Source: an optimization exercise on an open RTL-to-GDS flow (aim: small area, a short achievable clock period and few clock cycles). Production flows keep margins and buffers that such runs may drop. The RTL was checked by simulation tests, not by an equivalence proof against the original design. No activity file was given, so power comes from the tool's default toggle rates.

==> flow/design.v (excerpt) <==
module WorkingFinal(input clk, input reset, input wire [15:0] mem_rdata,
                    output wire [15:0] mem_addr, output wire [15:0] mem_wdata,
                    output wire mem_we, output wire halt);
Size in the first run: roughly 1400 cells after synthesis, ~140 flip-flops, ~10000 um2 of cells after synthesis.
Settings: LEC_CHECK=0, ABC_AREA=1, CAP_MARGIN=20, CORE_MARGIN=2, CORE_UTILIZATION=45, CTS_BUF_LIST=sky130_fd_sc_hd__clkbuf_8, SLEW_MARGIN=20; clock period 30.0 ns.
standard.sh (not shown) runs the stock make flow with config.mk's settings and CLKGATE_MAP_FILE= SYNTH_SCRIPT=/design/flow/synth_recipe.tcl, a recipe that flattens the netlist after the stock synthesis.
==> flow/flow/run.sh <==
#!/bin/bash
# The standard layout (standard.sh: ORFS from synthesis to finish, with
# the standard flow's constraints), with two changes:
#  - synthesis is the standard flow's synthesis script, except that ABC maps the logic
#    with flow/abc_map_a.script (area-oriented mapping); flip-flop mapping and
#    every other synthesis step are unchanged, so the registers are the same;
#  - timing repair keeps a setup margin, so that it works on the achieved
#    period and not only on the 30 ns clock.
# Make's output goes to standard.log; ORFS keeps each step's log under orfs/logs.
set -euo pipefail
here=$(pwd)
{
  echo "proc abc {args} { set i [lsearch \$args -script]; if {\$i >= 0} { lset args [expr {\$i + 1}] $here/flow/abc_map_a.script }; yosys abc {*}\$args }"
  cat synth_recipe.tcl
} > synth_recipe_own.tcl
sed "s#SYNTH_SCRIPT=$here/synth_recipe.tcl#SYNTH_SCRIPT=$here/synth_recipe_own.tcl#" standard.sh > standard_own.sh
grep -q synth_recipe_own.tcl standard_own.sh
bash standard_own.sh SETUP_SLACK_MARGIN=23 finish > standard.log 2>&1
==> flow/flow/abc_map_a.script <==
strash
dch -f
map -a
topo
stime -c
The starting point produced a clean layout.
Testbench counts at the start, summed over its fixed seeds: cycles 16,919.
Edit:
--- a/flow/design.v
+++ b/flow/design.v
@@ -10,14 +10,15 @@
 	reg        we;        
 	reg        dcyc;      
 	reg        ldw;       
 	reg [2:0]  ldrd;      
 	reg        halted;
 	reg [1:0]  dst;       
 	reg [3:0]  cnt;       
+	reg        dsm;       
 	assign mem_addr  = mar;
 	assign mem_wdata = wdr;
 	assign mem_we    = we;
 	assign halt      = halted;
 	wire [3:0] op = ir[15:12];
 	wire [2:0] rd = ir[11:9];
 	wire [2:0] rs = ir[8:6];
@@ -49,63 +50,57 @@
 			default: rdreg = a7;
 		endcase
 	endfunction
 	wire [2:0] bidx = (isBNE || isSW) ? rd : rt;
 	wire [15:0] A = rdreg(rs, r4, r5, r6, r7);
 	wire [15:0] B = rdreg(bidx, r4, r5, r6, r7);
 	wire [15:0] C = rdreg(rc, r4, r5, r6, r7);
+	wire big = ir[2];
+	wire [1:0] sa = ir[1:0];
+	wire left = (op == 4'b0101);
+	wire fill = (op == 4'b0111) && A[15];
+	wire [15:0] s1 = sa[0] ? (left ? {A[14:0], 1'b0} : {fill, A[15:1]}) : A;
+	wire [15:0] s2 = sa[1] ? (left ? {s1[13:0], 2'b0} : {{2{fill}}, s1[15:2]}) : s1;
+	wire [15:0] shv = big ? {16{fill}} : s2;
 	reg [15:0] x, y;
 	reg cin1, cin2;
 	always @(*) begin
 		x = B; y = C; cin1 = 1'b0; cin2 = 1'b0;
 		case (op)
 			4'b0001: begin x = ~B; y = ~C; cin1 = 1'b1; cin2 = 1'b1; end
 			4'b0010: begin y = ~C; cin2 = 1'b1; end
-			4'b0011: begin x = {rem[14:0], wdr[15]}; y = ~C; cin2 = 1'b1; end
+			4'b0011: begin x = (dst == 2'd1) ? {rem[14:0], wdr[15]} : B; y = ~C; cin2 = 1'b1; end
 			4'b0100: y = sext3;
 			4'b1010: begin x = mar; y = soff; end
+			4'b0101, 4'b0110, 4'b0111: begin x = shv; y = 16'd0; end
+			4'b1011: begin x = 16'd0; y = {10'd0, ir[5:0] & ~A[5:0]}; end
 			4'b1000, 4'b1001, 4'b1101: begin x = 16'd0; y = sext6; end
 			default: ;
 		endcase
 	end
-	wire [15:0] a = (isBNE || isDIV) ? 16'd0 : A;
+	wire [15:0] a = (isBNE || isDIV || isSH) ? 16'd0 : A;
 	wire [15:0] cs = a ^ x ^ y;
 	wire [15:0] cc = (a & x) | (a & y) | (x & y);
 	wire [17:0] addw = {1'b0, cs, 1'b1} + {1'b0, cc[14:0], cin1, cin2};
 	wire [15:0] sum = addw[16:1];
 	wire cout = addw[17] | cc[15];    
-	wire big = ir[2];    
-	wire [1:0] sa = ir[1:0];
-	wire [15:0] sll = big ? 16'd0 : (A << sa);
-	wire [15:0] srl = big ? 16'd0 : (A >> sa);
-	wire signed [15:0] As = A;
-	wire [15:0] sra0 = As >>> sa;
-	wire [15:0] sra = big ? {16{A[15]}} : sra0;
-	reg [15:0] res;
-	always @(*) begin
-		case (op)
-			4'b0101: res = sll;
-			4'b0110: res = srl;
-			4'b0111: res = sra;
-			4'b1011: res = A | {10'd0, ir[5:0]};
-			default: res = sum;
-		endcase
-	end
+	wire [15:0] res = sum;
 	wire [15:0] marp2 = mar + 16'd2;
 	wire ne = (A != B);
 	wire [15:0] jtgt_f = {marp2[15:13], mem_rdata[11:0], 1'b0};
 	wire e_redir = ev && ((isBNE && ne) || isJALR);
 	wire e_mem   = ev && (isLW || isSW);
 	wire e_stall = ev && isDIV && (dst != 2'd2);
 	wire fa      = fc && !e_redir && !e_stall;            
 	wire f_isJ   = (mem_rdata[15:12] == 4'b1100);
 	wire f_isH   = (mem_rdata[15:13] == 3'b111);
 	wire [15:0] nseq = f_isJ ? jtgt_f : marp2;
 	wire div_start = ev && isDIV && (dst == 2'd0);
-	wire div_iter  = (dst == 2'd1);
+	wire div_small = (dst == 2'd1) && dsm;
+	wire div_iter  = (dst == 2'd1) && !dsm;
 	wire div_last  = div_iter && (cnt == 4'd0);
 	wire div_qw    = ev && (dst == 2'd2);
 	wire dq = rem[15] | cout;
 	wire [15:0] rnext = dq ? sum : {rem[14:0], wdr[15]};
 	wire dz = (C == 16'd0);
 	wire [1:0] lzn = dz ? 2'd0 :
 	                 (B[15:12] != 4'd0) ? 2'd0 :
@@ -128,14 +123,16 @@
 	reg [15:0] wdat;
 	always @(*) begin
 		wen = 1'b0; widx = rd[1:0]; wdat = res;
 		if (dcyc) begin
 			wen = ldw && ldrd[2]; widx = ldrd[1:0]; wdat = mem_rdata;
 		end else if (div_last) begin
 			wen = rs[2]; widx = rs[1:0]; wdat = rnext;
+		end else if (div_small) begin
+			wen = rs[2]; widx = rs[1:0]; wdat = B;
 		end else if (div_qw) begin
 			wen = rd[2]; widx = rd[1:0]; wdat = wdr;
 		end else if (ev && wrRd) begin
 			wen = rd[2]; widx = rd[1:0]; wdat = isJALR ? mar : res;
 		end
 	end
 	always @(posedge clk) begin
@@ -171,26 +168,29 @@
 				iv <= !f_isJ;
 			else if (e_redir)
 				iv <= 1'b0;
 			if (fa && f_isH)
 				halted <= 1'b1;
 			if (div_start)
 				dst <= 2'd1;
-			else if (div_last)
+			else if (div_last || div_small)
 				dst <= 2'd2;
 			else if (div_qw)
 				dst <= 2'd0;
 		end
 	end
 	always @(posedge clk) begin
 		if (fa)
 			ir <= mem_rdata;
 		ldw <= isLW;
 		ldrd <= rd;
-		if (div_iter)
+		dsm <= div_start && !cout;
+		if (div_small)
+			wdr <= 16'd0;
+		else if (div_iter)
 			wdr <= {wdr[14:0], dq};
 		else if (div_start)
 			wdr <= {bsh[14:0], s1q};
 		else
 			wdr <= B;
 		if (div_iter)
 			cnt <= cnt - 4'd1;
The changed run completed with no timing, DRC or antenna violations.
Total power climbs by 19%.
Global-route usage climbs by 3.2 points.
Final area rises by 3.7%.
Combinational power goes up by 30%.
Non-clock buffer count rose by 33.
Sequential cell count climbs by 1.
Clock skew stays flat.
Die area hardly moves.
Testbench counts after the change, summed over its fixed seeds: cycles 16,429.

==> what the ideal ports hide <==
Ports are ideal in the flow. The routed layouts listed here were re-timed in OpenROAD. Step 1 (the two cells are an assumption about what drives the block):
set clk [get_ports {clk}]
set_driving_cell -lib_cell sky130_fd_sc_hd__clkbuf_16 $clk
set_driving_cell -lib_cell sky130_fd_sc_hd__buf_2 [delete_from_list [all_inputs] $clk]
Step 2, shift: input delay + t, output delay - t, t = (earliest + latest rising clock arrival at the registers) / 2. This alone moves slack from input paths to output paths. Slacks: ideal / step 1 / step 2; pairs: ideal / step 1.
run	t, ns	slack for setup (ns)	hold slack, ns
the first run	0.532	22.992 / 22.971 / 22.482	0.385 / 0.385 / 0.385
the second run	0.534	23.004 / 22.954 / 22.569	0.394 / 0.394 / 0.394
After both steps setup and hold are still met in every run listed. The setup slack of the first run, which loses most, moves by -0.021 ns with the drivers and by -0.510 ns with both steps.
